Background: an optimization exercise with open tools, aiming at small area. Do not read the settings as production practice.
Function was not checked in any run shown here: the RTL went through the layout flow alone.
Power figures rest on the tool's default switching activity, not on a simulated workload.

==> flow/design.v, too long to show whole: its modules and the start of the top module <==
// module color_tracker: 1405 lines
// module fa: 4 lines
// module ha: 4 lines
module color_tracker
(
    input   wire        clk         ,
    input   wire        rst_n       ,
    output  wire [15:0] pix_addr    ,
    output  wire        pix_rden    ,
    input   wire [15:0] pix_data    ,
    output  wire [7:0]  vga_r       ,
    output  wire [7:0]  vga_g       ,
    output  wire [7:0]  vga_b       ,
    output  reg         th_hsync    ,
    output  reg         th_vsync    ,
    output  wire [31:0] x_error     ,
    output  wire [31:0] h_error
 ) ;
function rge;
    input [15:0] a;
    input [15:0] b;
    integer i;
    reg c;
    begin
        c = 1'b1;
        for (i = 0; i < 16; i = i + 1)
            c = (a[i] & ~b[i]) | (~(a[i] ^ b[i]) & c);
  // ...
==> flow/flow/run.sh <==
#!/bin/bash
# The standard layout (standard.sh: the ORFS run, unchanged synthesis),
# with two changes: the buffers ORFS puts on every input and output port are
# the platform's smallest buffer, sky130_fd_sc_hd__buf_1, and clock tree
# synthesis uses clkbuf_8 and inserts no dummy loads.
set -euo pipefail
bash standard.sh "BUFFER_PORTS_ARGS=-buffer_cell sky130_fd_sc_hd__buf_1" \
  "CTS_ARGS=-sink_clustering_enable -repair_clock_nets -buf_list sky130_fd_sc_hd__clkbuf_8 -dont_use_dummy_load" \
  finish > standard_flow.log 2>&1
==> flow/standard.sh <==
#!/bin/bash
# synth_recipe.tcl (not shown) runs the flow's synth.tcl, then flattens the netlist and writes it again
# the make line also repeats each setting of config.mk as NAME=value (left out here)
make -C /OpenROAD-flow-scripts/flow DESIGN_CONFIG=/design/flow/config.mk WORK_HOME=/design/flow/orfs CLKGATE_MAP_FILE= SYNTH_SCRIPT=/design/flow/synth_recipe.tcl "${@:-finish}"
==> flow/config.mk <==
export PLATFORM = sky130hd
export DESIGN_NAME = color_tracker
export DESIGN_NICKNAME = color_tracker
export VERILOG_FILES = /design/flow/design.v
export SDC_FILE = /design/flow/constraint.sdc
export NUM_CORES = 4
export LEC_CHECK = 0
export CAP_MARGIN = 20
export CORE_MARGIN = 2
export CORE_UTILIZATION = 65
export CTS_BUF_LIST = sky130_fd_sc_hd__clkbuf_8
export SLEW_MARGIN = 20
export SYNTH_HIERARCHICAL = 1
==> flow/constraint.sdc <==
create_clock -name core_clock -period 12.0 [get_ports {clk}]
set_input_delay 2.4000 -clock core_clock [delete_from_list [all_inputs] [get_ports {clk}]]
set_output_delay 2.4000 -clock core_clock [all_outputs]
set_load 0.01 [all_outputs]
==> run summary, run 1 <==
The most common cell in the netlist is sky130_fd_sc_hd__ha_1. The met3 track utilization from global routing came out at 4.89%. The initial standard-cell utilization of the core is 66.5%. The final routed wire length divided by cell count is 17.7 um. The worst hold path belongs to the class register to register. The fraction of the mapped netlist area in adder cells is 35.6%. The number of enable-type register cells in the synthesized netlist is 0. The relative slew slack came out at 28.2%. After synthesis, the most frequently instantiated cells are 143 x sky130_fd_sc_hd__ha_1, 142 x sky130_fd_sc_hd__fa_1, 115 x sky130_fd_sc_hd__inv_1. The flow inserted 265 tap cells. The post-route DRC violation count came out at 0. The total met3 wirelength after detailed routing came out at 1110 um. The worst reg-to-reg path cell count is 17. The synthesized area came out at approximately 13000 um2. Sorting the synthesized cells by area gives the leading types as sky130_fd_sc_hd__fa_1 22%, sky130_fd_sc_hd__dfrtp_1 14%, sky130_fd_sc_hd__ha_1 14%. The reported sequential group power came out at about 610 uW. The final-layout clock-cell area share came out at approximately 1.7%.

The maximum number of pins on one net before global-route repair came out at 55. The synthesized instance count is between 1k and 1.5k. After synthesis, the share of flip-flops with an asynchronous set or reset is 55.7%. The number of flip-flops and latches is 167. The run finished with no timing, DRC or antenna violations. For this run, global-route usage on met2 was measured as 47.2%. The number of clock buffer instances in the layout is 17. The final instance area came out at 13600 um2. In this run the clock root is driven by a sky130_fd_sc_hd__clkbuf_8. Summed over all nets, the half-perimeter wirelength after detailed placement is 22100 um. Summing all multi-input logic gate instances after layout gives 8180 um2.

The power after layout came out at 1.40 mW. The area enclosed by the die boundary is between 20000 and 25000 um2. The per-cell via count in the routed design came out at 5.64. The clock-pin slew of the registers on the worst-case setup and hold paths is 0.10 ns. The peak supply drop came out at approximately 0.16 mV.

The cts-stage hold buffer count came out at 0. The die is 146 um tall. The utilization after layout is 69.6%.

Per report_power, the combinational group accounts for 34.6% of the total. The routability-driven placement congestion ratio is 0.915. For this run the aggregate overflow at the end of global routing stands at 0.
==> module color_tracker, before the edit <==
module color_tracker
(
    input   wire        clk         ,
    input   wire        rst_n       ,
    output  wire [15:0] pix_addr    ,
    output  wire        pix_rden    ,
    input   wire [15:0] pix_data    ,
    output  wire [7:0]  vga_r       ,
    output  wire [7:0]  vga_g       ,
    output  wire [7:0]  vga_b       ,
    output  reg         th_hsync    ,
    output  reg         th_vsync    ,
    output  wire [31:0] x_error     ,
    output  wire [31:0] h_error
 ) ;
function rge;
    input [15:0] a;
    input [15:0] b;
    integer i;
    reg c;
    begin
        c = 1'b1;
        for (i = 0; i < 16; i = i + 1)
            c = (a[i] & ~b[i]) | (~(a[i] ^ b[i]) & c);
        rge = c;
    end
endfunction
function [15:0] radd;
    input [15:0] a;
    input [15:0] b;
    integer i;
    reg c;
    begin
        c = 1'b0;
        for (i = 0; i < 16; i = i + 1) begin
            radd[i] = a[i] ^ b[i] ^ c;
            c = (a[i] & b[i]) | (c & (a[i] ^ b[i]));
        end
    end
endfunction
function [4:0] nx5;
    input [4:0] s;
    nx5 = {s[3:0], ~(s[4] ^ s[2])};
endfunction
function [2:0] nx3;
    input [2:0] s;
    nx3 = {s[1:0], ~(s[2] ^ s[1])};
endfunction
function [8:0] nx9;
    input [8:0] s;
    nx9 = {s[7:0], ~(s[8] ^ s[4])};
endfunction
localparam [4:0] C5_0 = 5'd0, C5_15 = 5'd11, C5_16 = 5'd23;
localparam [2:0] C3_0 = 3'd0, C3_4 = 3'd5, C3_5 = 3'd2;
localparam [8:0] C9_0 = 9'd0, C9_500 = 9'd67;
reg [9:0]  h;
reg [9:0]  v;
reg [15:0] addr;
wire       addr_en;
reg [15:0] d1, d2, d3;
reg [7:0]  x0, y0, x1, y1;
wire       wrap = &x1[7:4];                      
wire [8:0] ma;
wire hs_1;
wire hc_2;
wire fs_3;
wire fc_4;
wire fs_5;
wire fc_6;
wire fs_7;
wire fc_8;
wire hs_9;
wire hc_10;
wire hs_11;
wire hc_12;
wire fs_13;
wire fc_14;
wire fs_15;
wire fc_16;
wire fs_17;
wire fc_18;
wire hs_19;
wire hc_20;
wire hs_21;
wire hc_22;
wire hs_23;
wire hc_24;
wire fs_25;
wire fc_26;
wire fs_27;
wire fc_28;
wire fs_29;
wire fc_30;
wire fs_31;
wire fc_32;
wire fs_33;
wire fc_34;
wire fs_35;
wire fc_36;
wire hs_37;
wire hc_38;
wire hs_39;
wire hc_40;
wire hs_41;
wire hc_42;
wire fs_43;
wire fc_44;
wire fs_45;
wire fc_46;
wire fs_47;
wire fc_48;
wire fs_49;
wire fc_50;
wire hs_51;
wire hc_52;
wire hs_53;
wire hc_54;
wire hs_55;
wire hc_56;
wire hs_57;
wire hc_58;
wire [8:0] t_p;
wire [9:0] t_sb;
wire hs_59;
wire hc_60;
wire fs_61;
wire fc_62;
wire fs_63;
wire fc_64;
wire fs_65;
wire fc_66;
wire fs_67;
wire fc_68;
wire hs_69;
wire hc_70;
wire hs_71;
wire hc_72;
wire hs_73;
wire hc_74;
wire xs_75;
wire xc_76;
wire fs_77;
wire fc_78;
wire fs_79;
wire fc_80;
wire fs_81;
wire fc_82;
wire fs_83;
wire fc_84;
wire [10:0] t_e3;
wire hs_85;
wire hc_86;
wire fs_87;
wire fc_88;
wire fs_89;
wire fc_90;
wire fs_91;
wire fc_92;
wire hs_93;
wire hc_94;
wire hs_95;
wire hc_96;
wire hs_97;
wire hc_98;
wire fs_99;
wire fc_100;
wire fs_101;
wire fc_102;
wire fs_103;
wire fc_104;
wire hs_105;
wire hc_106;
wire xs_107;
wire xc_108;
wire fs_109;
wire fc_110;
wire fs_111;
wire fc_112;
wire fs_113;
wire fc_114;
wire fs_115;
wire fc_116;
wire xs_117;
wire xc_118;
wire xs_119;
wire xc_120;
wire xs_121;
wire xc_122;
wire xs_123;
wire xc_124;
wire hs_125;
wire hc_126;
wire fs_127;
wire fc_128;
wire fs_129;
wire fc_130;
wire fs_131;
wire fc_132;
wire fs_133;
wire fc_134;
wire hs_135;
wire hc_136;
wire hs_137;
wire hc_138;
wire hs_139;
wire hc_140;
wire [11:0] t_c19;
wire hs_141;
wire hc_142;
wire fs_143;
wire fc_144;
wire fs_145;
wire fc_146;
wire fs_147;
wire fc_148;
wire fs_149;
wire fc_150;
wire hs_151;
wire hc_152;
wire hs_153;
wire hc_154;
wire hs_155;
wire hc_156;
wire [8:0] t_k5;
function [8:0] t_h14;   
    input [4:0] r;
    case (r)
        5'd0: t_h14 = 9'd0;
        5'd1: t_h14 = 9'd0;
        5'd2: t_h14 = 9'd0;
        5'd3: t_h14 = 9'd0;
        5'd4: t_h14 = 9'd0;
        5'd5: t_h14 = 9'd0;
        5'd6: t_h14 = 9'd0;
        5'd7: t_h14 = 9'd0;
        5'd8: t_h14 = 9'd11;
        5'd9: t_h14 = 9'd25;
        5'd10: t_h14 = 9'd39;
        5'd11: t_h14 = 9'd53;
        5'd12: t_h14 = 9'd67;
        5'd13: t_h14 = 9'd81;
        5'd14: t_h14 = 9'd95;
        5'd15: t_h14 = 9'd109;
        5'd16: t_h14 = 9'd123;
        5'd17: t_h14 = 9'd137;
        5'd18: t_h14 = 9'd151;
        5'd19: t_h14 = 9'd165;
        5'd20: t_h14 = 9'd179;
        5'd21: t_h14 = 9'd193;
        5'd22: t_h14 = 9'd207;
        5'd23: t_h14 = 9'd221;
        5'd24: t_h14 = 9'd235;
        5'd25: t_h14 = 9'd249;
        5'd26: t_h14 = 9'd263;
        5'd27: t_h14 = 9'd277;
        5'd28: t_h14 = 9'd291;
        5'd29: t_h14 = 9'd305;
        5'd30: t_h14 = 9'd319;
        5'd31: t_h14 = 9'd333;
        default: t_h14 = 9'd0;
    endcase
endfunction
function [4:0] t_b1;    
    input [2:0] r;
    input [2:0] g;
    case ({r, g})
        6'd31: t_b1 = 5'd31;
        6'd24: t_b1 = 5'd31;
        6'd25: t_b1 = 5'd27;
        6'd26: t_b1 = 5'd23;
        6'd27: t_b1 = 5'd18;
        6'd28: t_b1 = 5'd14;
        6'd39: t_b1 = 5'd31;
        6'd32: t_b1 = 5'd29;
        6'd33: t_b1 = 5'd25;
        6'd34: t_b1 = 5'd20;
        6'd35: t_b1 = 5'd16;
        6'd36: t_b1 = 5'd11;
        6'd47: t_b1 = 5'd31;
        6'd40: t_b1 = 5'd27;
        6'd41: t_b1 = 5'd22;
        6'd42: t_b1 = 5'd17;
        6'd43: t_b1 = 5'd13;
        6'd44: t_b1 = 5'd8;
        6'd55: t_b1 = 5'd28;
        6'd48: t_b1 = 5'd24;
        6'd49: t_b1 = 5'd19;
        6'd50: t_b1 = 5'd15;
        6'd51: t_b1 = 5'd10;
        6'd52: t_b1 = 5'd6;
        6'd63: t_b1 = 5'd26;
        6'd56: t_b1 = 5'd21;
        6'd57: t_b1 = 5'd17;
        6'd58: t_b1 = 5'd12;
        6'd59: t_b1 = 5'd7;
        6'd60: t_b1 = 5'd3;
        default: t_b1 = 5'd0;
    endcase
endfunction
wire hs_157;
wire hc_158;
wire hs_159;
wire hc_160;
wire hs_161;
wire hc_162;
wire hs_163;
wire hc_164;
wire hs_165;
wire hc_166;
wire hs_167;
wire hc_168;
wire hs_169;
wire hc_170;
wire hs_171;
wire hc_172;
wire hs_173;
wire hc_174;
wire [9:0] h_inc;
wire hs_175;
wire hc_176;
wire hs_177;
wire hc_178;
wire hs_179;
wire hc_180;
wire hs_181;
wire hc_182;
wire hs_183;
wire hc_184;
wire hs_185;
wire hc_186;
wire hs_187;
wire hc_188;
wire hs_189;
wire hc_190;
wire hs_191;
wire hc_192;
wire [9:0] v_inc;
wire hs_193;
wire hc_194;
wire hs_195;
wire hc_196;
wire hs_197;
wire hc_198;
wire hs_199;
wire hc_200;
wire hs_201;
wire hc_202;
wire hs_203;
wire hc_204;
wire hs_205;
wire hc_206;
wire hs_207;
wire hc_208;
wire hs_209;
wire hc_210;
wire hs_211;
wire hc_212;
wire hs_213;
wire hc_214;
wire hs_215;
wire hc_216;
wire hs_217;
wire hc_218;
wire hs_219;
wire hc_220;
wire hs_221;
wire hc_222;
wire hs_223;
wire hc_224;
wire [15:0] addr_nx;
wire cx_225;
wire fs_226;
wire fc_227;
wire fs_228;
wire fc_229;
wire fs_230;
wire fc_231;
wire fs_232;
wire fc_233;
wire fs_234;
wire fc_235;
wire fs_236;
wire fc_237;
wire fs_238;
wire fc_239;
wire [7:0] midx;
wire cy_240;
wire fs_241;
wire fc_242;
wire fs_243;
wire fc_244;
wire fs_245;
wire fc_246;
wire fs_247;
wire fc_248;
wire fs_249;
wire fc_250;
wire fs_251;
wire fc_252;
wire fs_253;
wire fc_254;
wire [7:0] midy;
wire xs_255;
wire xc_256;
wire fs_257;
wire fc_258;
wire fs_259;
wire fc_260;
wire fs_261;
wire fc_262;
wire fs_263;
wire fc_264;
wire fs_265;
wire fc_266;
wire fs_267;
wire fc_268;
wire fs_269;
wire fc_270;
wire xs_271;
wire xc_272;
wire fs_273;
wire fc_274;
wire fs_275;
wire fc_276;
wire fs_277;
wire fc_278;
wire fs_279;
wire fc_280;
wire fs_281;
wire fc_282;
wire fs_283;
wire fc_284;
wire fs_285;
wire fc_286;
wire [8:0] dxs;
wire [8:0] dys;
wire pp_287;
wire pp_288;
wire pp_289;
wire pp_290;
wire pp_291;
wire pp_292;
wire pp_293;
wire pp_294;
wire pp_295;
wire pp_296;
wire pp_297;
wire pp_298;
wire pp_299;
wire pp_300;
wire pp_301;
wire pp_302;
wire pp_303;
wire pp_304;
wire pp_305;
wire pp_306;
wire pp_307;
wire pp_308;
wire pp_309;
wire pp_310;
wire pp_311;
wire pp_312;
wire pp_313;
wire pp_314;
wire pp_315;
wire pp_316;
wire pp_317;
wire pp_318;
wire pp_319;
wire pp_320;
wire pp_321;
wire pp_322;
wire pp_323;
wire pp_324;
wire pp_325;
wire pp_326;
wire pp_327;
wire pp_328;
wire pp_329;
wire pp_330;
wire pp_331;
wire pp_332;
wire pp_333;
wire pp_334;
wire pp_335;
wire pp_336;
wire pp_337;
wire pp_338;
wire pp_339;
wire pp_340;
wire pp_341;
wire pp_342;
wire pp_343;
wire pp_344;
wire pp_345;
wire pp_346;
wire pp_347;
wire pp_348;
wire pp_349;
wire pp_350;
wire pp_351;
wire pp_352;
wire pp_353;
wire pp_354;
wire pp_355;
wire pp_356;
wire pp_357;
wire pp_358;
wire pp_359;
wire pp_360;
wire pp_361;
wire pp_362;
wire pp_363;
wire pp_364;
wire pp_365;
wire pp_366;
wire pp_367;
wire wr_368;
wire wr_369;
wire wr_370;
wire wr_371;
wire wr_372;
wire wr_373;
wire wr_374;
wire wr_375;
wire wr_376;
wire fs_377;
wire fc_378;
wire fs_379;
wire fc_380;
wire hs_381;
wire hc_382;
wire fs_383;
wire fc_384;
wire fs_385;
wire fc_386;
wire hs_387;
wire hc_388;
wire xs_389;
wire xc_390;
wire fs_391;
wire fc_392;
wire fs_393;
wire fc_394;
wire fs_395;
wire fc_396;
wire fs_397;
wire fc_398;
wire xs_399;
wire xc_400;
wire fs_401;
wire fc_402;
wire xs_403;
wire xc_404;
wire hs_405;
wire hc_406;
wire xs_407;
wire xc_408;
wire xs_409;
wire xc_410;
wire fs_411;
wire fc_412;
wire hs_413;
wire hc_414;
wire fs_415;
wire fc_416;
wire fs_417;
wire fc_418;
wire fs_419;
wire fc_420;
wire fs_421;
wire fc_422;
wire fs_423;
wire fc_424;
wire fs_425;
wire fc_426;
wire fs_427;
wire fc_428;
wire fs_429;
wire fc_430;
wire fs_431;
wire fc_432;
wire fs_433;
wire fc_434;
wire fs_435;
wire fc_436;
wire fs_437;
wire fc_438;
wire fs_439;
wire fc_440;
wire fs_441;
wire fc_442;
wire fs_443;
wire fc_444;
wire fs_445;
wire fc_446;
wire xs_447;
wire xc_448;
wire fs_449;
wire fc_450;
wire xs_451;
wire xc_452;
wire hs_453;
wire hc_454;
wire fs_455;
wire fc_456;
wire fs_457;
wire fc_458;
wire fs_459;
wire fc_460;
wire fs_461;
wire fc_462;
wire fs_463;
wire fc_464;
wire fs_465;
wire fc_466;
wire fs_467;
wire fc_468;
wire fs_469;
wire fc_470;
wire fs_471;
wire fc_472;
wire fs_473;
wire fc_474;
wire fs_475;
wire fc_476;
wire fs_477;
wire fc_478;
wire xs_479;
wire xc_480;
wire hs_481;
wire hc_482;
wire fs_483;
wire fc_484;
wire fs_485;
wire fc_486;
wire fs_487;
wire fc_488;
wire fs_489;
wire fc_490;
wire fs_491;
wire fc_492;
wire fs_493;
wire fc_494;
wire fs_495;
wire fc_496;
wire fs_497;
wire fc_498;
wire fs_499;
wire fc_500;
wire fs_501;
wire fc_502;
wire fs_503;
wire fc_504;
wire fs_505;
wire fc_506;
wire fs_507;
wire fc_508;
wire fs_509;
wire fc_510;
wire hs_511;
wire hc_512;
wire hs_513;
wire hc_514;
wire fs_515;
wire fc_516;
wire fs_517;
wire fc_518;
wire fs_519;
wire fc_520;
wire fs_521;
wire fc_522;
wire fs_523;
wire fc_524;
wire fs_525;
wire fc_526;
wire fs_527;
wire fc_528;
wire fs_529;
wire fc_530;
wire fs_531;
wire fc_532;
wire fs_533;
wire fc_534;
wire fs_535;
wire fc_536;
wire fs_537;
wire fc_538;
wire fs_539;
wire fc_540;
wire fs_541;
wire fc_542;
wire hs_543;
wire hc_544;
wire fs_545;
wire fc_546;
wire fs_547;
wire fc_548;
wire fs_549;
wire fc_550;
wire xs_551;
wire xc_552;
wire fs_553;
wire fc_554;
wire fs_555;
wire fc_556;
wire fs_557;
wire fc_558;
wire cs_559;
wire cs_560;
wire cs_561;
wire cs_562;
wire [19:0] hv;
ha u_ha1 (.a(d3[12]), .b(d3[11]), .s(hs_1), .co(hc_2));
fa u_fa1 (.a(d3[13]), .b(d3[12]), .c(hc_2), .s(fs_3), .co(fc_4));
fa u_fa2 (.a(d3[14]), .b(d3[13]), .c(fc_4), .s(fs_5), .co(fc_6));
fa u_fa3 (.a(d3[15]), .b(d3[14]), .c(fc_6), .s(fs_7), .co(fc_8));
ha u_ha2 (.a(d3[15]), .b(fc_8), .s(hs_9), .co(hc_10));
ha u_ha3 (.a(d3[7]), .b(d3[5]), .s(hs_11), .co(hc_12));
fa u_fa4 (.a(d3[8]), .b(d3[6]), .c(hc_12), .s(fs_13), .co(fc_14));
fa u_fa5 (.a(d3[9]), .b(d3[7]), .c(fc_14), .s(fs_15), .co(fc_16));
fa u_fa6 (.a(d3[10]), .b(d3[8]), .c(fc_16), .s(fs_17), .co(fc_18));
ha u_ha4 (.a(d3[9]), .b(fc_18), .s(hs_19), .co(hc_20));
ha u_ha5 (.a(d3[10]), .b(hc_20), .s(hs_21), .co(hc_22));
ha u_ha6 (.a(d3[11]), .b(d3[5]), .s(hs_23), .co(hc_24));
fa u_fa7 (.a(hs_1), .b(d3[6]), .c(hc_24), .s(fs_25), .co(fc_26));
fa u_fa8 (.a(fs_3), .b(hs_11), .c(fc_26), .s(fs_27), .co(fc_28));
fa u_fa9 (.a(fs_5), .b(fs_13), .c(fc_28), .s(fs_29), .co(fc_30));
fa u_fa10 (.a(fs_7), .b(fs_15), .c(fc_30), .s(fs_31), .co(fc_32));
fa u_fa11 (.a(hs_9), .b(fs_17), .c(fc_32), .s(fs_33), .co(fc_34));
fa u_fa12 (.a(hc_10), .b(hs_19), .c(fc_34), .s(fs_35), .co(fc_36));
ha u_ha7 (.a(hs_21), .b(fc_36), .s(hs_37), .co(hc_38));
assign hs_39 = hc_22 ^ hc_38;
ha u_ha9 (.a(hs_23), .b(d3[0]), .s(hs_41), .co(hc_42));
fa u_fa13 (.a(fs_25), .b(d3[1]), .c(hc_42), .s(fs_43), .co(fc_44));
fa u_fa14 (.a(fs_27), .b(d3[2]), .c(fc_44), .s(fs_45), .co(fc_46));
fa u_fa15 (.a(fs_29), .b(d3[3]), .c(fc_46), .s(fs_47), .co(fc_48));
fa u_fa16 (.a(fs_31), .b(d3[4]), .c(fc_48), .s(fs_49), .co(fc_50));
ha u_ha10 (.a(fs_33), .b(fc_50), .s(hs_51), .co(hc_52));
ha u_ha11 (.a(fs_35), .b(hc_52), .s(hs_53), .co(hc_54));
ha u_ha12 (.a(hs_37), .b(hc_54), .s(hs_55), .co(hc_56));
ha u_ha13 (.a(hs_39), .b(hc_56), .s(hs_57), .co(hc_58));
assign t_p[0] = hs_23;
assign t_p[1] = fs_25;
assign t_p[2] = fs_27;
assign t_p[3] = fs_29;
assign t_p[4] = fs_31;
assign t_p[5] = fs_33;
assign t_p[6] = fs_35;
assign t_p[7] = hs_37;
assign t_p[8] = hs_39;
assign t_sb[0] = hs_41;
assign t_sb[1] = fs_43;
assign t_sb[2] = fs_45;
assign t_sb[3] = fs_47;
assign t_sb[4] = fs_49;
assign t_sb[5] = hs_51;
assign t_sb[6] = hs_53;
assign t_sb[7] = hs_55;
assign t_sb[8] = hs_57;
assign t_sb[9] = hc_58;
ha u_ha14 (.a(fs_43), .b(d3[0]), .s(hs_59), .co(hc_60));
fa u_fa17 (.a(fs_45), .b(d3[1]), .c(hc_60), .s(fs_61), .co(fc_62));
fa u_fa18 (.a(fs_47), .b(d3[2]), .c(fc_62), .s(fs_63), .co(fc_64));
fa u_fa19 (.a(fs_49), .b(d3[3]), .c(fc_64), .s(fs_65), .co(fc_66));
fa u_fa20 (.a(hs_51), .b(d3[4]), .c(fc_66), .s(fs_67), .co(fc_68));
ha u_ha15 (.a(hs_53), .b(fc_68), .s(hs_69), .co(hc_70));
ha u_ha16 (.a(hs_55), .b(hc_70), .s(hs_71), .co(hc_72));
assign hs_73 = hs_57 ^ hc_72;
assign xs_75 = ~(fs_65 ^ ~d3[0]);
assign xc_76 = (fs_65 | ~d3[0]);
fa u_fa21 (.a(fs_67), .b(~d3[1]), .c(xc_76), .s(fs_77), .co(fc_78));
fa u_fa22 (.a(hs_69), .b(~d3[2]), .c(fc_78), .s(fs_79), .co(fc_80));
fa u_fa23 (.a(hs_71), .b(~d3[3]), .c(fc_80), .s(fs_81), .co(fc_82));
fa u_fa24 (.a(hs_73), .b(~d3[4]), .c(fc_82), .s(fs_83), .co(fc_84));
assign t_e3[0] = hs_41;
assign t_e3[1] = hs_59;
assign t_e3[2] = fs_61;
assign t_e3[3] = fs_63;
assign t_e3[4] = xs_75;
assign t_e3[5] = fs_77;
assign t_e3[6] = fs_79;
assign t_e3[7] = fs_81;
assign t_e3[8] = fs_83;
assign t_e3[9] = ~fc_84;
assign t_e3[10] = ~fc_84;
ha u_ha18 (.a(d3[12]), .b(d3[5]), .s(hs_85), .co(hc_86));
fa u_fa25 (.a(d3[13]), .b(d3[6]), .c(hc_86), .s(fs_87), .co(fc_88));
fa u_fa26 (.a(d3[14]), .b(d3[7]), .c(fc_88), .s(fs_89), .co(fc_90));
fa u_fa27 (.a(d3[15]), .b(d3[8]), .c(fc_90), .s(fs_91), .co(fc_92));
ha u_ha19 (.a(d3[9]), .b(fc_92), .s(hs_93), .co(hc_94));
ha u_ha20 (.a(d3[10]), .b(hc_94), .s(hs_95), .co(hc_96));
ha u_ha21 (.a(fs_5), .b(d3[0]), .s(hs_97), .co(hc_98));
fa u_fa28 (.a(fs_7), .b(d3[1]), .c(hc_98), .s(fs_99), .co(fc_100));
fa u_fa29 (.a(hs_9), .b(d3[2]), .c(fc_100), .s(fs_101), .co(fc_102));
fa u_fa30 (.a(hc_10), .b(d3[3]), .c(fc_102), .s(fs_103), .co(fc_104));
ha u_ha22 (.a(d3[4]), .b(fc_104), .s(hs_105), .co(hc_106));
assign xs_107 = ~(d3[11] ^ ~d3[0]);
assign xc_108 = (d3[11] | ~d3[0]);
fa u_fa31 (.a(hs_1), .b(~d3[1]), .c(xc_108), .s(fs_109), .co(fc_110));
fa u_fa32 (.a(fs_3), .b(~d3[2]), .c(fc_110), .s(fs_111), .co(fc_112));
fa u_fa33 (.a(hs_97), .b(~d3[3]), .c(fc_112), .s(fs_113), .co(fc_114));
fa u_fa34 (.a(fs_99), .b(~d3[4]), .c(fc_114), .s(fs_115), .co(fc_116));
assign xs_117 = ~(fs_101 ^ fc_116);
assign xc_118 = (fs_101 | fc_116);
assign xs_119 = ~(fs_103 ^ xc_118);
assign xc_120 = (fs_103 | xc_118);
assign xs_121 = ~(hs_105 ^ xc_120);
assign xc_122 = (hs_105 | xc_120);
assign xs_123 = ~(hc_106 ^ xc_122);
assign xc_124 = (hc_106 | xc_122);
ha u_ha23 (.a(d3[11]), .b(fs_115), .s(hs_125), .co(hc_126));
fa u_fa35 (.a(hs_85), .b(xs_117), .c(hc_126), .s(fs_127), .co(fc_128));
fa u_fa36 (.a(fs_87), .b(xs_119), .c(fc_128), .s(fs_129), .co(fc_130));
fa u_fa37 (.a(fs_89), .b(xs_121), .c(fc_130), .s(fs_131), .co(fc_132));
fa u_fa38 (.a(fs_91), .b(xs_123), .c(fc_132), .s(fs_133), .co(fc_134));
ha u_ha24 (.a(hs_93), .b(fc_134), .s(hs_135), .co(hc_136));
ha u_ha25 (.a(hs_95), .b(hc_136), .s(hs_137), .co(hc_138));
assign hs_139 = hc_96 ^ hc_138;
assign t_c19[0] = xs_107;
assign t_c19[1] = fs_109;
assign t_c19[2] = fs_111;
assign t_c19[3] = fs_113;
assign t_c19[4] = hs_125;
assign t_c19[5] = fs_127;
assign t_c19[6] = fs_129;
assign t_c19[7] = fs_131;
assign t_c19[8] = fs_133;
assign t_c19[9] = hs_135;
assign t_c19[10] = hs_137;
assign t_c19[11] = hs_139;
ha u_ha27 (.a(fs_43), .b(d3[11]), .s(hs_141), .co(hc_142));
fa u_fa39 (.a(fs_45), .b(d3[12]), .c(hc_142), .s(fs_143), .co(fc_144));
fa u_fa40 (.a(fs_47), .b(d3[13]), .c(fc_144), .s(fs_145), .co(fc_146));
fa u_fa41 (.a(fs_49), .b(d3[14]), .c(fc_146), .s(fs_147), .co(fc_148));
fa u_fa42 (.a(hs_51), .b(d3[15]), .c(fc_148), .s(fs_149), .co(fc_150));
ha u_ha28 (.a(hs_53), .b(fc_150), .s(hs_151), .co(hc_152));
ha u_ha29 (.a(hs_55), .b(hc_152), .s(hs_153), .co(hc_154));
assign hs_155 = hs_57 ^ hc_154;
assign t_k5[0] = hs_41;
assign t_k5[1] = hs_141;
assign t_k5[2] = fs_143;
assign t_k5[3] = fs_145;
assign t_k5[4] = fs_147;
assign t_k5[5] = fs_149;
assign t_k5[6] = hs_151;
assign t_k5[7] = hs_153;
assign t_k5[8] = hs_155;
ha u_ha31 (.a(h[1]), .b(h[0]), .s(hs_157), .co(hc_158));
ha u_ha32 (.a(h[2]), .b(hc_158), .s(hs_159), .co(hc_160));
ha u_ha33 (.a(h[3]), .b(hc_160), .s(hs_161), .co(hc_162));
ha u_ha34 (.a(h[4]), .b(hc_162), .s(hs_163), .co(hc_164));
ha u_ha35 (.a(h[5]), .b(hc_164), .s(hs_165), .co(hc_166));
ha u_ha36 (.a(h[6]), .b(hc_166), .s(hs_167), .co(hc_168));
ha u_ha37 (.a(h[7]), .b(hc_168), .s(hs_169), .co(hc_170));
ha u_ha38 (.a(h[8]), .b(hc_170), .s(hs_171), .co(hc_172));
assign hs_173 = h[9] ^ hc_172;
assign h_inc[0] = ~h[0];
assign h_inc[1] = hs_157;
assign h_inc[2] = hs_159;
assign h_inc[3] = hs_161;
assign h_inc[4] = hs_163;
assign h_inc[5] = hs_165;
assign h_inc[6] = hs_167;
assign h_inc[7] = hs_169;
assign h_inc[8] = hs_171;
assign h_inc[9] = hs_173;
ha u_ha40 (.a(v[1]), .b(v[0]), .s(hs_175), .co(hc_176));
ha u_ha41 (.a(v[2]), .b(hc_176), .s(hs_177), .co(hc_178));
ha u_ha42 (.a(v[3]), .b(hc_178), .s(hs_179), .co(hc_180));
ha u_ha43 (.a(v[4]), .b(hc_180), .s(hs_181), .co(hc_182));
ha u_ha44 (.a(v[5]), .b(hc_182), .s(hs_183), .co(hc_184));
ha u_ha45 (.a(v[6]), .b(hc_184), .s(hs_185), .co(hc_186));
ha u_ha46 (.a(v[7]), .b(hc_186), .s(hs_187), .co(hc_188));
ha u_ha47 (.a(v[8]), .b(hc_188), .s(hs_189), .co(hc_190));
assign hs_191 = v[9] ^ hc_190;
assign v_inc[0] = ~v[0];
assign v_inc[1] = hs_175;
assign v_inc[2] = hs_177;
assign v_inc[3] = hs_179;
assign v_inc[4] = hs_181;
assign v_inc[5] = hs_183;
assign v_inc[6] = hs_185;
assign v_inc[7] = hs_187;
assign v_inc[8] = hs_189;
assign v_inc[9] = hs_191;
ha u_ha49 (.a(addr[0]), .b(addr_en), .s(hs_193), .co(hc_194));
ha u_ha50 (.a(addr[1]), .b(hc_194), .s(hs_195), .co(hc_196));
ha u_ha51 (.a(addr[2]), .b(hc_196), .s(hs_197), .co(hc_198));
ha u_ha52 (.a(addr[3]), .b(hc_198), .s(hs_199), .co(hc_200));
ha u_ha53 (.a(addr[4]), .b(hc_200), .s(hs_201), .co(hc_202));
ha u_ha54 (.a(addr[5]), .b(hc_202), .s(hs_203), .co(hc_204));
ha u_ha55 (.a(addr[6]), .b(hc_204), .s(hs_205), .co(hc_206));
ha u_ha56 (.a(addr[7]), .b(hc_206), .s(hs_207), .co(hc_208));
ha u_ha57 (.a(addr[8]), .b(hc_208), .s(hs_209), .co(hc_210));
ha u_ha58 (.a(addr[9]), .b(hc_210), .s(hs_211), .co(hc_212));
ha u_ha59 (.a(addr[10]), .b(hc_212), .s(hs_213), .co(hc_214));
ha u_ha60 (.a(addr[11]), .b(hc_214), .s(hs_215), .co(hc_216));
ha u_ha61 (.a(addr[12]), .b(hc_216), .s(hs_217), .co(hc_218));
ha u_ha62 (.a(addr[13]), .b(hc_218), .s(hs_219), .co(hc_220));
ha u_ha63 (.a(addr[14]), .b(hc_220), .s(hs_221), .co(hc_222));
assign hs_223 = addr[15] ^ hc_222;
assign addr_nx[0] = hs_193;
assign addr_nx[1] = hs_195;
assign addr_nx[2] = hs_197;
assign addr_nx[3] = hs_199;
assign addr_nx[4] = hs_201;
assign addr_nx[5] = hs_203;
assign addr_nx[6] = hs_205;
assign addr_nx[7] = hs_207;
assign addr_nx[8] = hs_209;
assign addr_nx[9] = hs_211;
assign addr_nx[10] = hs_213;
assign addr_nx[11] = hs_215;
assign addr_nx[12] = hs_217;
assign addr_nx[13] = hs_219;
assign addr_nx[14] = hs_221;
assign addr_nx[15] = hs_223;
assign cx_225 = x0[0] & x1[0];
fa u_fa43 (.a(x0[1]), .b(x1[1]), .c(cx_225), .s(fs_226), .co(fc_227));
fa u_fa44 (.a(x0[2]), .b(x1[2]), .c(fc_227), .s(fs_228), .co(fc_229));
fa u_fa45 (.a(x0[3]), .b(x1[3]), .c(fc_229), .s(fs_230), .co(fc_231));
fa u_fa46 (.a(x0[4]), .b(x1[4]), .c(fc_231), .s(fs_232), .co(fc_233));
fa u_fa47 (.a(x0[5]), .b(x1[5]), .c(fc_233), .s(fs_234), .co(fc_235));
fa u_fa48 (.a(x0[6]), .b(x1[6]), .c(fc_235), .s(fs_236), .co(fc_237));
fa u_fa49 (.a(x0[7]), .b(x1[7]), .c(fc_237), .s(fs_238), .co(fc_239));
assign midx[0] = fs_226;
assign midx[1] = fs_228;
assign midx[2] = fs_230;
assign midx[3] = fs_232;
assign midx[4] = fs_234;
assign midx[5] = fs_236;
assign midx[6] = fs_238;
assign midx[7] = fc_239;
assign cy_240 = y0[0] & y1[0];
fa u_fa50 (.a(y0[1]), .b(y1[1]), .c(cy_240), .s(fs_241), .co(fc_242));
fa u_fa51 (.a(y0[2]), .b(y1[2]), .c(fc_242), .s(fs_243), .co(fc_244));
fa u_fa52 (.a(y0[3]), .b(y1[3]), .c(fc_244), .s(fs_245), .co(fc_246));
fa u_fa53 (.a(y0[4]), .b(y1[4]), .c(fc_246), .s(fs_247), .co(fc_248));
fa u_fa54 (.a(y0[5]), .b(y1[5]), .c(fc_248), .s(fs_249), .co(fc_250));
fa u_fa55 (.a(y0[6]), .b(y1[6]), .c(fc_250), .s(fs_251), .co(fc_252));
fa u_fa56 (.a(y0[7]), .b(y1[7]), .c(fc_252), .s(fs_253), .co(fc_254));
assign midy[0] = fs_241;
assign midy[1] = fs_243;
assign midy[2] = fs_245;
assign midy[3] = fs_247;
assign midy[4] = fs_249;
assign midy[5] = fs_251;
assign midy[6] = fs_253;
assign midy[7] = fc_254;
assign xs_255 = ~(x1[0] ^ ~x0[0]);
assign xc_256 = (x1[0] | ~x0[0]);
fa u_fa57 (.a(x1[1]), .b(~x0[1]), .c(xc_256), .s(fs_257), .co(fc_258));
fa u_fa58 (.a(x1[2]), .b(~x0[2]), .c(fc_258), .s(fs_259), .co(fc_260));
fa u_fa59 (.a(x1[3]), .b(~x0[3]), .c(fc_260), .s(fs_261), .co(fc_262));
fa u_fa60 (.a(x1[4]), .b(~x0[4]), .c(fc_262), .s(fs_263), .co(fc_264));
fa u_fa61 (.a(x1[5]), .b(~x0[5]), .c(fc_264), .s(fs_265), .co(fc_266));
fa u_fa62 (.a(x1[6]), .b(~x0[6]), .c(fc_266), .s(fs_267), .co(fc_268));
fa u_fa63 (.a(x1[7]), .b(~x0[7]), .c(fc_268), .s(fs_269), .co(fc_270));
assign xs_271 = ~(y1[0] ^ ~y0[0]);
assign xc_272 = (y1[0] | ~y0[0]);
fa u_fa64 (.a(y1[1]), .b(~y0[1]), .c(xc_272), .s(fs_273), .co(fc_274));
fa u_fa65 (.a(y1[2]), .b(~y0[2]), .c(fc_274), .s(fs_275), .co(fc_276));
fa u_fa66 (.a(y1[3]), .b(~y0[3]), .c(fc_276), .s(fs_277), .co(fc_278));
fa u_fa67 (.a(y1[4]), .b(~y0[4]), .c(fc_278), .s(fs_279), .co(fc_280));
fa u_fa68 (.a(y1[5]), .b(~y0[5]), .c(fc_280), .s(fs_281), .co(fc_282));
fa u_fa69 (.a(y1[6]), .b(~y0[6]), .c(fc_282), .s(fs_283), .co(fc_284));
fa u_fa70 (.a(y1[7]), .b(~y0[7]), .c(fc_284), .s(fs_285), .co(fc_286));
assign dxs[0] = xs_255;
assign dxs[1] = fs_257;
assign dxs[2] = fs_259;
assign dxs[3] = fs_261;
assign dxs[4] = fs_263;
assign dxs[5] = fs_265;
assign dxs[6] = fs_267;
assign dxs[7] = fs_269;
assign dxs[8] = ~fc_270;
assign dys[0] = xs_271;
assign dys[1] = fs_273;
assign dys[2] = fs_275;
assign dys[3] = fs_277;
assign dys[4] = fs_279;
assign dys[5] = fs_281;
assign dys[6] = fs_283;
assign dys[7] = fs_285;
assign dys[8] = ~fc_286;
assign pp_287 = ma[0] & dys[0];
assign pp_288 = ma[1] & dys[0];
assign pp_289 = ma[2] & dys[0];
assign pp_290 = ma[3] & dys[0];
assign pp_291 = ma[4] & dys[0];
assign pp_292 = ma[5] & dys[0];
assign pp_293 = ma[6] & dys[0];
assign pp_294 = ma[7] & dys[0];
assign pp_295 = ~(ma[8] & dys[0]);
assign pp_296 = ma[0] & dys[1];
assign pp_297 = ma[1] & dys[1];
assign pp_298 = ma[2] & dys[1];
assign pp_299 = ma[3] & dys[1];
assign pp_300 = ma[4] & dys[1];
assign pp_301 = ma[5] & dys[1];
assign pp_302 = ma[6] & dys[1];
assign pp_303 = ma[7] & dys[1];
assign pp_304 = ~(ma[8] & dys[1]);
assign pp_305 = ma[0] & dys[2];
assign pp_306 = ma[1] & dys[2];
assign pp_307 = ma[2] & dys[2];
assign pp_308 = ma[3] & dys[2];
assign pp_309 = ma[4] & dys[2];
assign pp_310 = ma[5] & dys[2];
assign pp_311 = ma[6] & dys[2];
assign pp_312 = ma[7] & dys[2];
assign pp_313 = ~(ma[8] & dys[2]);
assign pp_314 = ma[0] & dys[3];
assign pp_315 = ma[1] & dys[3];
assign pp_316 = ma[2] & dys[3];
assign pp_317 = ma[3] & dys[3];
assign pp_318 = ma[4] & dys[3];
assign pp_319 = ma[5] & dys[3];
assign pp_320 = ma[6] & dys[3];
assign pp_321 = ma[7] & dys[3];
assign pp_322 = ~(ma[8] & dys[3]);
assign pp_323 = ma[0] & dys[4];
assign pp_324 = ma[1] & dys[4];
assign pp_325 = ma[2] & dys[4];
assign pp_326 = ma[3] & dys[4];
assign pp_327 = ma[4] & dys[4];
assign pp_328 = ma[5] & dys[4];
assign pp_329 = ma[6] & dys[4];
assign pp_330 = ma[7] & dys[4];
assign pp_331 = ~(ma[8] & dys[4]);
assign pp_332 = ma[0] & dys[5];
assign pp_333 = ma[1] & dys[5];
assign pp_334 = ma[2] & dys[5];
assign pp_335 = ma[3] & dys[5];
assign pp_336 = ma[4] & dys[5];
assign pp_337 = ma[5] & dys[5];
assign pp_338 = ma[6] & dys[5];
assign pp_339 = ma[7] & dys[5];
assign pp_340 = ~(ma[8] & dys[5]);
assign pp_341 = ma[0] & dys[6];
assign pp_342 = ma[1] & dys[6];
assign pp_343 = ma[2] & dys[6];
assign pp_344 = ma[3] & dys[6];
assign pp_345 = ma[4] & dys[6];
assign pp_346 = ma[5] & dys[6];
assign pp_347 = ma[6] & dys[6];
assign pp_348 = ma[7] & dys[6];
assign pp_349 = ~(ma[8] & dys[6]);
assign pp_350 = ma[0] & dys[7];
assign pp_351 = ma[1] & dys[7];
assign pp_352 = ma[2] & dys[7];
assign pp_353 = ma[3] & dys[7];
assign pp_354 = ma[4] & dys[7];
assign pp_355 = ma[5] & dys[7];
assign pp_356 = ma[6] & dys[7];
assign pp_357 = ma[7] & dys[7];
assign pp_358 = ~(ma[8] & dys[7]);
assign pp_359 = ~(ma[0] & dys[8]);
assign pp_360 = ~(ma[1] & dys[8]);
assign pp_361 = ~(ma[2] & dys[8]);
assign pp_362 = ~(ma[3] & dys[8]);
assign pp_363 = ~(ma[4] & dys[8]);
assign pp_364 = ~(ma[5] & dys[8]);
assign pp_365 = ~(ma[6] & dys[8]);
assign pp_366 = ~(ma[7] & dys[8]);
assign pp_367 = ma[8] & dys[8];
assign wr_368 = wrap & dys[0];
assign wr_369 = wrap & dys[1];
assign wr_370 = wrap & dys[2];
assign wr_371 = wrap & dys[3];
assign wr_372 = wrap & dys[4];
assign wr_373 = wrap & dys[5];
assign wr_374 = wrap & dys[6];
assign wr_375 = wrap & dys[7];
assign wr_376 = ~(wrap & dys[8]);
fa u_fa71 (.a(pp_317), .b(pp_309), .c(pp_325), .s(fs_377), .co(fc_378));
fa u_fa72 (.a(pp_318), .b(pp_326), .c(pp_310), .s(fs_379), .co(fc_380));
ha u_ha65 (.a(pp_334), .b(pp_302), .s(hs_381), .co(hc_382));
fa u_fa73 (.a(pp_327), .b(pp_319), .c(pp_335), .s(fs_383), .co(fc_384));
fa u_fa74 (.a(pp_311), .b(pp_343), .c(pp_359), .s(fs_385), .co(fc_386));
ha u_ha66 (.a(pp_303), .b(pp_351), .s(hs_387), .co(hc_388));
assign xs_389 = ~(pp_328 ^ pp_336);
assign xc_390 = (pp_328 | pp_336);
fa u_fa75 (.a(pp_320), .b(pp_344), .c(pp_360), .s(fs_391), .co(fc_392));
fa u_fa76 (.a(pp_312), .b(pp_352), .c(pp_304), .s(fs_393), .co(fc_394));
fa u_fa77 (.a(pp_337), .b(pp_329), .c(pp_345), .s(fs_395), .co(fc_396));
fa u_fa78 (.a(pp_361), .b(pp_321), .c(pp_353), .s(fs_397), .co(fc_398));
assign xs_399 = ~(wr_368 ^ pp_338);
assign xc_400 = (wr_368 | pp_338);
fa u_fa79 (.a(pp_346), .b(pp_362), .c(pp_330), .s(fs_401), .co(fc_402));
assign xs_403 = ~(wr_369 ^ pp_347);
assign xc_404 = (wr_369 | pp_347);
ha u_ha67 (.a(pp_363), .b(pp_339), .s(hs_405), .co(hc_406));
assign xs_407 = ~(wr_370 ^ pp_364);
assign xc_408 = (wr_370 | pp_364);
assign xs_409 = ~(pp_307 ^ pp_299);
assign xc_410 = (pp_307 | pp_299);
fa u_fa80 (.a(~pp_308), .b(pp_316), .c(pp_300), .s(fs_411), .co(fc_412));
ha u_ha68 (.a(pp_324), .b(pp_292), .s(hs_413), .co(hc_414));
fa u_fa81 (.a(pp_308), .b(pp_301), .c(pp_333), .s(fs_415), .co(fc_416));
fa u_fa82 (.a(fs_377), .b(pp_293), .c(pp_341), .s(fs_417), .co(fc_418));
fa u_fa83 (.a(fc_378), .b(pp_342), .c(fs_379), .s(fs_419), .co(fc_420));
fa u_fa84 (.a(hs_381), .b(pp_294), .c(pp_350), .s(fs_421), .co(fc_422));
fa u_fa85 (.a(fc_380), .b(fs_383), .c(hc_382), .s(fs_423), .co(fc_424));
fa u_fa86 (.a(pp_295), .b(hs_387), .c(fs_385), .s(fs_425), .co(fc_426));
fa u_fa87 (.a(xs_389), .b(fc_384), .c(hc_388), .s(fs_427), .co(fc_428));
fa u_fa88 (.a(fc_386), .b(fs_391), .c(fs_393), .s(fs_429), .co(fc_430));
fa u_fa89 (.a(xc_390), .b(fs_395), .c(pp_313), .s(fs_431), .co(fc_432));
fa u_fa90 (.a(fc_392), .b(fs_397), .c(fc_394), .s(fs_433), .co(fc_434));
fa u_fa91 (.a(xs_399), .b(pp_354), .c(fc_396), .s(fs_435), .co(fc_436));
fa u_fa92 (.a(pp_322), .b(fc_398), .c(fs_401), .s(fs_437), .co(fc_438));
fa u_fa93 (.a(xc_400), .b(xs_403), .c(pp_355), .s(fs_439), .co(fc_440));
fa u_fa94 (.a(pp_331), .b(hs_405), .c(fc_402), .s(fs_441), .co(fc_442));
fa u_fa95 (.a(xc_404), .b(pp_348), .c(pp_356), .s(fs_443), .co(fc_444));
fa u_fa96 (.a(pp_340), .b(hc_406), .c(xs_407), .s(fs_445), .co(fc_446));
assign xs_447 = ~(wr_371 ^ pp_365);
assign xc_448 = (wr_371 | pp_365);
fa u_fa97 (.a(pp_357), .b(pp_349), .c(xc_408), .s(fs_449), .co(fc_450));
assign xs_451 = ~(wr_372 ^ pp_366);
assign xc_452 = (wr_372 | pp_366);
ha u_ha69 (.a(pp_298), .b(pp_306), .s(hs_453), .co(hc_454));
fa u_fa98 (.a(pp_315), .b(xs_409), .c(pp_291), .s(fs_455), .co(fc_456));
fa u_fa99 (.a(xc_410), .b(pp_332), .c(fs_411), .s(fs_457), .co(fc_458));
fa u_fa100 (.a(fc_412), .b(hc_414), .c(fs_415), .s(fs_459), .co(fc_460));
fa u_fa101 (.a(fc_416), .b(fc_418), .c(fs_419), .s(fs_461), .co(fc_462));
fa u_fa102 (.a(fc_420), .b(fs_423), .c(fc_422), .s(fs_463), .co(fc_464));
fa u_fa103 (.a(fc_424), .b(fs_427), .c(fc_426), .s(fs_465), .co(fc_466));
fa u_fa104 (.a(fc_428), .b(fs_431), .c(fs_433), .s(fs_467), .co(fc_468));
fa u_fa105 (.a(fs_435), .b(fc_432), .c(fc_434), .s(fs_469), .co(fc_470));
fa u_fa106 (.a(fc_436), .b(fs_439), .c(fs_441), .s(fs_471), .co(fc_472));
fa u_fa107 (.a(fc_440), .b(fs_443), .c(fs_445), .s(fs_473), .co(fc_474));
fa u_fa108 (.a(xs_447), .b(fc_444), .c(fc_446), .s(fs_475), .co(fc_476));
fa u_fa109 (.a(pp_358), .b(xc_448), .c(xs_451), .s(fs_477), .co(fc_478));
assign xs_479 = ~(wr_373 ^ pp_367);
assign xc_480 = (wr_373 | pp_367);
ha u_ha70 (.a(pp_297), .b(pp_289), .s(hs_481), .co(hc_482));
fa u_fa110 (.a(hs_453), .b(pp_290), .c(pp_314), .s(fs_483), .co(fc_484));
fa u_fa111 (.a(hc_454), .b(pp_323), .c(fs_455), .s(fs_485), .co(fc_486));
fa u_fa112 (.a(fc_456), .b(hs_413), .c(fs_457), .s(fs_487), .co(fc_488));
fa u_fa113 (.a(fc_458), .b(fs_417), .c(fs_459), .s(fs_489), .co(fc_490));
fa u_fa114 (.a(fc_460), .b(fs_421), .c(fs_461), .s(fs_491), .co(fc_492));
fa u_fa115 (.a(fc_462), .b(fs_463), .c(fs_425), .s(fs_493), .co(fc_494));
fa u_fa116 (.a(fc_464), .b(fs_429), .c(fs_465), .s(fs_495), .co(fc_496));
fa u_fa117 (.a(fc_430), .b(fc_466), .c(fs_467), .s(fs_497), .co(fc_498));
fa u_fa118 (.a(fs_437), .b(fs_469), .c(fc_468), .s(fs_499), .co(fc_500));
fa u_fa119 (.a(fc_438), .b(fc_470), .c(fs_471), .s(fs_501), .co(fc_502));
fa u_fa120 (.a(fc_442), .b(fs_473), .c(fc_472), .s(fs_503), .co(fc_504));
fa u_fa121 (.a(fs_449), .b(fs_475), .c(fc_474), .s(fs_505), .co(fc_506));
fa u_fa122 (.a(fc_450), .b(fs_477), .c(fc_476), .s(fs_507), .co(fc_508));
fa u_fa123 (.a(xc_452), .b(xs_479), .c(fc_478), .s(fs_509), .co(fc_510));
ha u_ha71 (.a(wr_374), .b(xc_480), .s(hs_511), .co(hc_512));
ha u_ha72 (.a(pp_288), .b(pp_296), .s(hs_513), .co(hc_514));
fa u_fa124 (.a(hs_481), .b(pp_305), .c(hc_514), .s(fs_515), .co(fc_516));
fa u_fa125 (.a(fs_483), .b(hc_482), .c(fc_516), .s(fs_517), .co(fc_518));
fa u_fa126 (.a(fs_485), .b(fc_484), .c(fc_518), .s(fs_519), .co(fc_520));
fa u_fa127 (.a(fs_487), .b(fc_486), .c(fc_520), .s(fs_521), .co(fc_522));
fa u_fa128 (.a(fs_489), .b(fc_488), .c(fc_522), .s(fs_523), .co(fc_524));
fa u_fa129 (.a(fs_491), .b(fc_490), .c(fc_524), .s(fs_525), .co(fc_526));
fa u_fa130 (.a(fs_493), .b(fc_492), .c(fc_526), .s(fs_527), .co(fc_528));
fa u_fa131 (.a(fs_495), .b(fc_494), .c(fc_528), .s(fs_529), .co(fc_530));
fa u_fa132 (.a(fs_497), .b(fc_496), .c(fc_530), .s(fs_531), .co(fc_532));
fa u_fa133 (.a(fs_499), .b(fc_498), .c(fc_532), .s(fs_533), .co(fc_534));
fa u_fa134 (.a(fs_501), .b(fc_500), .c(fc_534), .s(fs_535), .co(fc_536));
fa u_fa135 (.a(fs_503), .b(fc_502), .c(fc_536), .s(fs_537), .co(fc_538));
fa u_fa136 (.a(fs_505), .b(fc_504), .c(fc_538), .s(fs_539), .co(fc_540));
fa u_fa137 (.a(fs_507), .b(fc_506), .c(fc_540), .s(fs_541), .co(fc_542));
ha u_ha73 (.a(fs_509), .b(fc_508), .s(hs_543), .co(hc_544));
fa u_fa138 (.a(hs_511), .b(fc_510), .c(hc_544), .s(fs_545), .co(fc_546));
fa u_fa139 (.a(~wr_375), .b(hc_512), .c(fc_546), .s(fs_547), .co(fc_548));
assign fs_549 = wr_376 ^ wr_375 ^ fc_548;
assign xs_551 = ~(fs_509 ^ fc_508);
assign xc_552 = (fs_509 | fc_508);
fa u_fa141 (.a(hs_511), .b(fc_510), .c(xc_552), .s(fs_553), .co(fc_554));
fa u_fa142 (.a(~wr_375), .b(hc_512), .c(fc_554), .s(fs_555), .co(fc_556));
assign fs_557 = wr_376 ^ wr_375 ^ fc_556;
assign cs_559 = fc_542 ? xs_551 : hs_543;
assign cs_560 = fc_542 ? fs_553 : fs_545;
assign cs_561 = fc_542 ? fs_555 : fs_547;
assign cs_562 = fc_542 ? fs_557 : fs_549;
assign hv[0] = pp_287;
assign hv[1] = hs_513;
assign hv[2] = fs_515;
assign hv[3] = fs_517;
assign hv[4] = fs_519;
assign hv[5] = fs_521;
assign hv[6] = fs_523;
assign hv[7] = fs_525;
assign hv[8] = fs_527;
assign hv[9] = fs_529;
assign hv[10] = fs_531;
assign hv[11] = fs_533;
assign hv[12] = fs_535;
assign hv[13] = fs_537;
assign hv[14] = fs_539;
assign hv[15] = fs_541;
assign hv[16] = cs_559;
assign hv[17] = cs_560;
assign hv[18] = cs_561;
assign hv[19] = cs_562;
wire h_end = (h == 10'd800);
wire h_200 = (h == 10'd200);
always @(posedge clk or negedge rst_n) begin
    if (!rst_n)     h <= 10'd636;
    else if (h_end) h <= 10'd0;
    else            h <= h_inc;
end
always @(posedge clk or negedge rst_n) begin
    if (!rst_n)     v <= 10'd480;
    else if (h_200) v <= (v == 10'd525) ? 10'd0 : v_inc;
end
wire h_lt195 = !rge(h, 195);
wire h_lt196 = !rge(h, 196);
wire h_lt198 = !rge(h, 198);
wire h_lt199 = !rge(h, 199);
wire h_lt201 = !rge(h, 201);
wire h_ge796 = rge(h, 796);
wire h_ge797 = rge(h, 797);
wire h_ge799 = rge(h, 799);
wire r1 = !rge(v, 164);                         
wire r2 = rge(v, 200) && !rge(v, 364);          
assign pix_rden = (h_ge796 || h_lt195) && (r1 || r2);
wire de_a = (h_end || h_lt199) && r1;
wire de_b = (h_ge799 || h_lt198) && r2;
wire de_l = (h != 10'd0) && h_lt201 && r1;
assign addr_en = h_ge797 || h_lt196;
always @(posedge clk) begin
    if (!(r1 || r2)) addr <= 16'd0;
    else             addr <= addr_nx;
end
assign pix_addr = (h == 10'd796) ? 16'd0 : addr;
wire h_ge5 = rge(h, 641) || h_lt201;             
always @(posedge clk or negedge rst_n) begin
    if (!rst_n) begin
        th_hsync <= 1'b0;
        th_vsync <= 1'b0;
    end else begin
        th_hsync <= rge(h, 657) && !rge(h, 753);
        th_vsync <= (v == 10'd491) || (h_ge5 ? (v == 10'd490) : (v == 10'd492));
    end
end
always @(posedge clk) begin
    d1 <= pix_data;
    d2 <= d1;
    d3 <= d2;
end
wire [4:0] tR = d3[15:11];
wire [5:0] tG = d3[10:5];
wire [4:0] tB = d3[4:0];
wire t_c0 = rge({6'd0, t_sb}, 16'd49);
wire [15:0] t_r7 = radd({11'd0, tR}, 16'hfff9);           
wire t_c4 = rge({11'd0, tR}, 16'd7) && rge({7'd0, t_r7[4:0], 4'b1011}, {7'd0, t_k5});
wire t_c1 = rge(16'd1764, {4'd0, t_c19});
wire t_c23 = rge({5'd0, t_e3 ^ 11'h400}, 16'd920) &&       
             rge(16'd1127, {5'd0, t_e3 ^ 11'h400});        
wire target = t_c0 && t_c1 && t_c23 && t_c4;
reg nb0;         
reg nb1;         
reg nb2;         
always @(posedge clk or negedge rst_n) begin
    if (!rst_n) begin
        nb0 <= 1'b0;
        nb1 <= 1'b1;
        nb2 <= 1'b1;
    end else begin
        nb0 <= !target;
        nb1 <= nb0;
        nb2 <= nb1;
    end
end
reg rq1, rq2;
always @(posedge clk or negedge rst_n) begin
    if (!rst_n) begin
        rq1 <= 1'b0;
        rq2 <= 1'b0;
    end else begin
        rq1 <= 1'b1;
        rq2 <= rq1;
    end
end
wire rst_d = !rq2;
wire       eol  = de_l && h_200;             
wire       v163 = (v == 10'd163);
wire [15:0] v_m4  = radd({8'd0, v[7:0]}, 16'hfffc);
wire [15:0] h_m16 = radd({8'd0, h[7:0]}, 16'hfff0);
wire [7:0] vl4  = v_m4[7:0];                         
wire [7:0] hl15 = de_l ? h_m16[7:0] : 8'd241;         
reg [4:0] hb;    
reg [2:0] vb;    
reg [4:0] he;    
reg [2:0] ve;    
reg [8:0] cnt;   
reg       fd;
wire hb16    = (hb == C5_16);
wire cnt_sat = (cnt == C9_500);
reg [7:0] x0n, y0n, x1n, y1n;
always @(*) begin
    x0n = x0;
    y0n = y0;
    x1n = x1;
    y1n = y1;
    if (rst_d) begin
        x0n = 8'd0;
        y0n = 8'd0;
        x1n = 8'd0;
    end else if (vb == C3_4) begin
        if (hb == C5_15) begin
            x0n = hl15;
            y0n = vl4;
        end else if (he == C5_15) begin
            x1n = hl15;
        end
    end else if (fd) begin
        x0n = 8'd0;
        y0n = 8'd0;
        x1n = 8'd0;
    end
    if (rst_d)            y1n = 8'd0;
    else if (ve == C3_4)  y1n = vl4;
    else if (fd)          y1n = 8'd0;
end
always @(posedge clk) begin
    if (!de_l)     hb <= C5_0;
    else if (hb16) hb <= hb;
    else if (!nb2) hb <= nx5(hb);
    else           hb <= C5_0;
    if (!hb16)             he <= C5_0;
    else if (he == C5_16)  he <= he;
    else if (nb2)          he <= nx5(he);
    else                   he <= C5_0;
end
always @(posedge clk or negedge rst_n) begin
    if (!rst_n) begin
        vb  <= C3_0;
        ve  <= C3_0;
        cnt <= C9_0;
        fd  <= 1'b0;
        x0  <= 8'd80;
        y0  <= 8'd0;
        x1  <= 8'd120;
        y1  <= 8'd50;
    end else begin
        if (v163)             vb <= C3_0;
        else if (vb == C3_5)  vb <= vb;
        else if (eol)         vb <= hb16 ? nx3(vb) : C3_0;
        if (vb != C3_5)       ve <= C3_0;
        else if (ve == C3_5)  ve <= ve;
        else if (eol)         ve <= (hb == C5_0) ? nx3(ve) : C3_0;
        if (v163 && eol)           cnt <= C9_0;
        else if (!nb2 && !cnt_sat) cnt <= nx9(cnt);
        if (de_l && h == 10'd191 && v[7:0] == 8'd159) fd <= !cnt_sat;
        x0 <= x0n;
        y0 <= y0n;
        x1 <= x1n;
        y1 <= y1n;
    end
end
wire [15:0] xe = radd({8'd0, midx}, wrap ? 16'd796 : 16'd924);
assign x_error = {{22{xe[9] & !wrap}}, xe[9:0]};
assign ma = {dxs[8] ^ wrap, dxs[7:0]};
assign h_error = {{12{hv[19]}}, hv};
wire [7:0] hd = h[9] ? 8'd0 : h[7:0];        
wire [7:0] vd = v[7:0];
wire flag0 = !rge({8'd0, x0n}, {8'd0, hd}) && !rge({8'd0, hd}, {8'd0, x1n});
wire flag1 = !rge({8'd0, y0n}, {8'd0, vd}) && !rge({8'd0, vd}, {8'd0, y1n});
wire red   = (flag0 && (vd == y0n || vd == y1n)) ||
             (flag1 && (hd == x0n || hd == x1n)) ||
             (!wrap && vd == midy && hd == midx);
wire white = !red && nb1;
wire rw    = red || white;
reg [4:0] or_r;
reg [5:0] or_g;
reg [4:0] or_b;
reg       or_rl, or_gl;
always @(posedge clk or negedge rst_n) begin
    if (!rst_n) begin
        or_r  <= 5'd0;
        or_g  <= 6'd0;
        or_b  <= 5'd0;
        or_rl <= 1'b0;
        or_gl <= 1'b0;
    end else if (de_a) begin
        or_r  <= {5{rw}};
        or_g  <= {6{white}};
        or_b  <= {5{white}};
        or_rl <= rw;
        or_gl <= white;
    end else if (de_b) begin
        or_r  <= d3[15:11];
        or_g  <= d3[10:5];
        or_b  <= d3[4:0];
        or_rl <= 1'b0;
        or_gl <= 1'b0;
    end else begin
        or_r  <= 5'd0;
        or_g  <= 6'd0;
        or_b  <= 5'd0;
        or_rl <= 1'b0;
        or_gl <= 1'b0;
    end
end
assign vga_r = {or_r, {3{or_rl}}};
assign vga_g = {or_g, {2{or_gl}}};
assign vga_b = {or_b, {3{or_gl}}};
endmodule
==> run 2, diff against run 1 <==
--- a/flow/design.v
+++ b/flow/design.v
@@ -691,26 +691,14 @@
 wire fc_540;
 wire fs_541;
 wire fc_542;
-wire hs_543;
-wire hc_544;
+wire fs_543;
+wire fc_544;
 wire fs_545;
 wire fc_546;
 wire fs_547;
 wire fc_548;
 wire fs_549;
 wire fc_550;
-wire xs_551;
-wire xc_552;
-wire fs_553;
-wire fc_554;
-wire fs_555;
-wire fc_556;
-wire fs_557;
-wire fc_558;
-wire cs_559;
-wire cs_560;
-wire cs_561;
-wire cs_562;
 wire [19:0] hv;
 ha u_ha1 (.a(d3[12]), .b(d3[11]), .s(hs_1), .co(hc_2));
 fa u_fa1 (.a(d3[13]), .b(d3[12]), .c(hc_2), .s(fs_3), .co(fc_4));
@@ -1166,19 +1154,10 @@
 fa u_fa135 (.a(fs_503), .b(fc_502), .c(fc_536), .s(fs_537), .co(fc_538));
 fa u_fa136 (.a(fs_505), .b(fc_504), .c(fc_538), .s(fs_539), .co(fc_540));
 fa u_fa137 (.a(fs_507), .b(fc_506), .c(fc_540), .s(fs_541), .co(fc_542));
-ha u_ha73 (.a(fs_509), .b(fc_508), .s(hs_543), .co(hc_544));
-fa u_fa138 (.a(hs_511), .b(fc_510), .c(hc_544), .s(fs_545), .co(fc_546));
-fa u_fa139 (.a(~wr_375), .b(hc_512), .c(fc_546), .s(fs_547), .co(fc_548));
+fa u_fa138 (.a(fs_509), .b(fc_508), .c(fc_542), .s(fs_543), .co(fc_544));
+fa u_fa139 (.a(hs_511), .b(fc_510), .c(fc_544), .s(fs_545), .co(fc_546));
+fa u_fa140 (.a(~wr_375), .b(hc_512), .c(fc_546), .s(fs_547), .co(fc_548));
 assign fs_549 = wr_376 ^ wr_375 ^ fc_548;
-assign xs_551 = ~(fs_509 ^ fc_508);
-assign xc_552 = (fs_509 | fc_508);
-fa u_fa141 (.a(hs_511), .b(fc_510), .c(xc_552), .s(fs_553), .co(fc_554));
-fa u_fa142 (.a(~wr_375), .b(hc_512), .c(fc_554), .s(fs_555), .co(fc_556));
-assign fs_557 = wr_376 ^ wr_375 ^ fc_556;
-assign cs_559 = fc_542 ? xs_551 : hs_543;
-assign cs_560 = fc_542 ? fs_553 : fs_545;
-assign cs_561 = fc_542 ? fs_555 : fs_547;
-assign cs_562 = fc_542 ? fs_557 : fs_549;
 assign hv[0] = pp_287;
 assign hv[1] = hs_513;
 assign hv[2] = fs_515;
@@ -1195,10 +1174,10 @@
 assign hv[13] = fs_537;
 assign hv[14] = fs_539;
 assign hv[15] = fs_541;
-assign hv[16] = cs_559;
-assign hv[17] = cs_560;
-assign hv[18] = cs_561;
-assign hv[19] = cs_562;
+assign hv[16] = fs_543;
+assign hv[17] = fs_545;
+assign hv[18] = fs_547;
+assign hv[19] = fs_549;
 wire h_end = (h == 10'd800);
 wire h_200 = (h == 10'd200);
 always @(posedge clk or negedge rst_n) begin
==> run 2 against run 1 <==
Now fails the layout checks on negative setup slack. Sequential power is essentially flat. Final cell count shrank 2.3%. Wire length shrank 5.8%. Worst hold slack gained 0.0049 ns. Fmax shrank 4.6%. Sequential share of layout area grew 0.30 points. Combinational power shrank 4.5%. Setup slack lost 0.57 ns. Area after synthesis shrank 1.8%. Sequential cell count is the same. Synthesized cell count shrank 3.2%. Critical path depth grew 2. Largest cell class unchanged.
==> run summary, run 2 <==
Status: finished with violations (was finished clean). The required arrival time at the worst endpoint came out at 9.60 ns (about the same). The share of async-settable or async-resettable flops after synthesis came out at 55.7% (unchanged). Unrepaired setup endpoints after global routing: true (was false). The sum of net half-perimeters after detailed placement is 20600 um (was 22100 um). The leftover overflow at the end of global routing came out at 0 (unchanged). The smallest setup slack after layout is -0.212 ns (was 0.356 ns). The worst min-delay path category is register to register (unchanged). The area enclosed by the die boundary is 20800 um2 (was 21200 um2). The peak supply drop is 0.110 mV (was 0.156 mV). The cell at the root of the clock tree was sky130_fd_sc_hd__clkbuf_8 (unchanged). Top area cells in the synthesized netlist: sky130_fd_sc_hd__fa_1 22%, sky130_fd_sc_hd__dfrtp_1 14%, sky130_fd_sc_hd__ha_1 14% (unchanged). The most common cell after layout, fill and taps aside is sky130_fd_sc_hd__ha_1 (unchanged). The met3 track utilization from global routing is 4.34% (was 4.89%). The checks that failed: negative setup slack. The number of endpoints failing setup at the final stage is 13 (was 0). The global-route track usage on met2 is 45.3% (was 47.2%).

The number of enable-type register cells in the synthesized netlist is 0 (unchanged). The initial standard-cell utilization of the core was 65.9% (was 66.5%). The violation count after the first detailed-route iteration came out at 522 (was 545). The minimum clock period after layout came to 12.21 ns (was 11.64 ns). The relative slew slack was 27.6% (was 28.2%). The number of warnings issued by yosys came out at 7 (unchanged).

The cts-stage hold buffer count came out at 0 (unchanged). Most frequent cells after synthesis: 141 x sky130_fd_sc_hd__fa_1, 141 x sky130_fd_sc_hd__ha_1, 107 x sky130_fd_sc_hd__inv_1 (was 143 x sky130_fd_sc_hd__ha_1, 142 x sky130_fd_sc_hd__fa_1, 115 x sky130_fd_sc_hd__inv_1). The die outline height came to 144 um (was 146 um). The routability-driven placement congestion ratio is 0.900 (was 0.915). The cell type with the highest occurrence count on the critical path is sky130_fd_sc_hd__fa_2 (was sky130_fd_sc_hd__fa_1). The critical path start-end classification is register to output pin (unchanged). The per-cell via count in the routed design came out at 5.55 (was 5.64). The clock-pin slew of the registers on the worst-case setup and hold paths is 0.08 ns (was 0.10 ns).

The post-route DRC violation count is 0 (unchanged). The final routed wire length divided by cell count is 17.0 um (was 17.7 um). The synthesized instance count is 1214 (was 1254).
run 2: power by group:
group / internal (mW) / switching (mW)
Sequential: 0.588 / 0.0246
Combinational: 0.216 / 0.245
Clock: 0.125 / 0.174
Total: 0.929 / 0.444
run 2: area by class of cell:
cell class                      count  area, um2  share of cell area [%]
Timing Repair Buffer              142        638                    4.73
Inverter                          108        405                    3.00
Clock buffer                       17        234                    1.73
Sequential cell                   167       3830                    28.4
Tap cell                          265        332                    2.46
Multi-Input combinational cell    840       8050                    59.6
run 2: logic make-up (layout without fill, tap and decap cells):
kind of cell | Yosys count | in the layout | share of synthesized area (%)
adders and majority gates | 282 | 282 | 35.9
DFF | 167 | 167 | 30.0
and+or+nand+nor | 367 | 367 | 15.9
buffers and inverters | 208 | 267 | 8.06
AOI/OAI and AO/OA | 154 | 154 | 7.61
xor gates and xnor gates | 27 | 28 | 1.85
muxes | 8 | 8 | 0.636
other | 1 | 1 | 0.0293
run 2: modules after synthesis (local to each module, per instance):
module | cell area, um2 | flip-flops and latches | cells inside
color_tracker | 9170 | 167 | 1009
fa | 20.0 | 0 | 1
ha | 12.5 | 0 | 1
run 2: worst min path at each step:
stage,start,to,slack [ns],cells past startpoint
2_1_floorplan,d1[0],d2[0],0.31,0
3_3_place_gp,d2[13],d3[13],0.31,0
3_5_place_dp,d1[14],d2[14],0.31,0
4_1_cts,d1[0],d2[0],0.32,0
5_1_grt,d1[3],d2[3],0.33,0
6_report,d1[0],d2[0],0.32,0
run 2: worst max-delay path, delay by kind of cell (launching register included):
| family | cells | cell delay (ns) |
|---|---|---|
| flip-flops | 1 | 0.38 |
| adder cells (fa/ha/maj) | 22 | 8.17 |
| AND/OR/NAND/NOR | 1 | 0.13 |
| XOR/XNOR | 1 | 0.24 |
| buffers and inverters | 4 | 0.43 |
run 2: through the flow:
stage	cells	TNS, ns	power (mW)	util (%)	cell area, um2
5_1_grt	1539	-6.70	1.50	69.5	13500
3_3_place_gp	1519	0	1.07	67.6	13100
2_1_floorplan	1214	0	0.985	-	12900
6_report	1539	-2.49	1.37	69.5	13500
3_5_place_dp	1519	-0.937	1.09	67.6	13100
4_1_cts	1539	-2.22	1.39	69.4	13500
run 2: timing repair:
action,CTS,global route
setup endpoints to repair,15,14
pin swaps,16,0
resized for setup,37,3
cloned,1,0
buffers inserted,2,0
run 2: layer usage:
metal	routed length, um	up-vias	part of all wire, %
li1	-	4078	-
met1	11600	4199	44
met2	12800	227	49
met3	1110	39	4.2
met4	654	0	2.5
met5	0	-	0

Setup slack of run 2, layout unchanged: -0.212 ns with ideal ports, -0.251 ns with driving cells assumed (clock clkbuf_16, inputs buf_2), 0.228 ns with port delays also shifted by the 0.480 ns mid clock arrival.
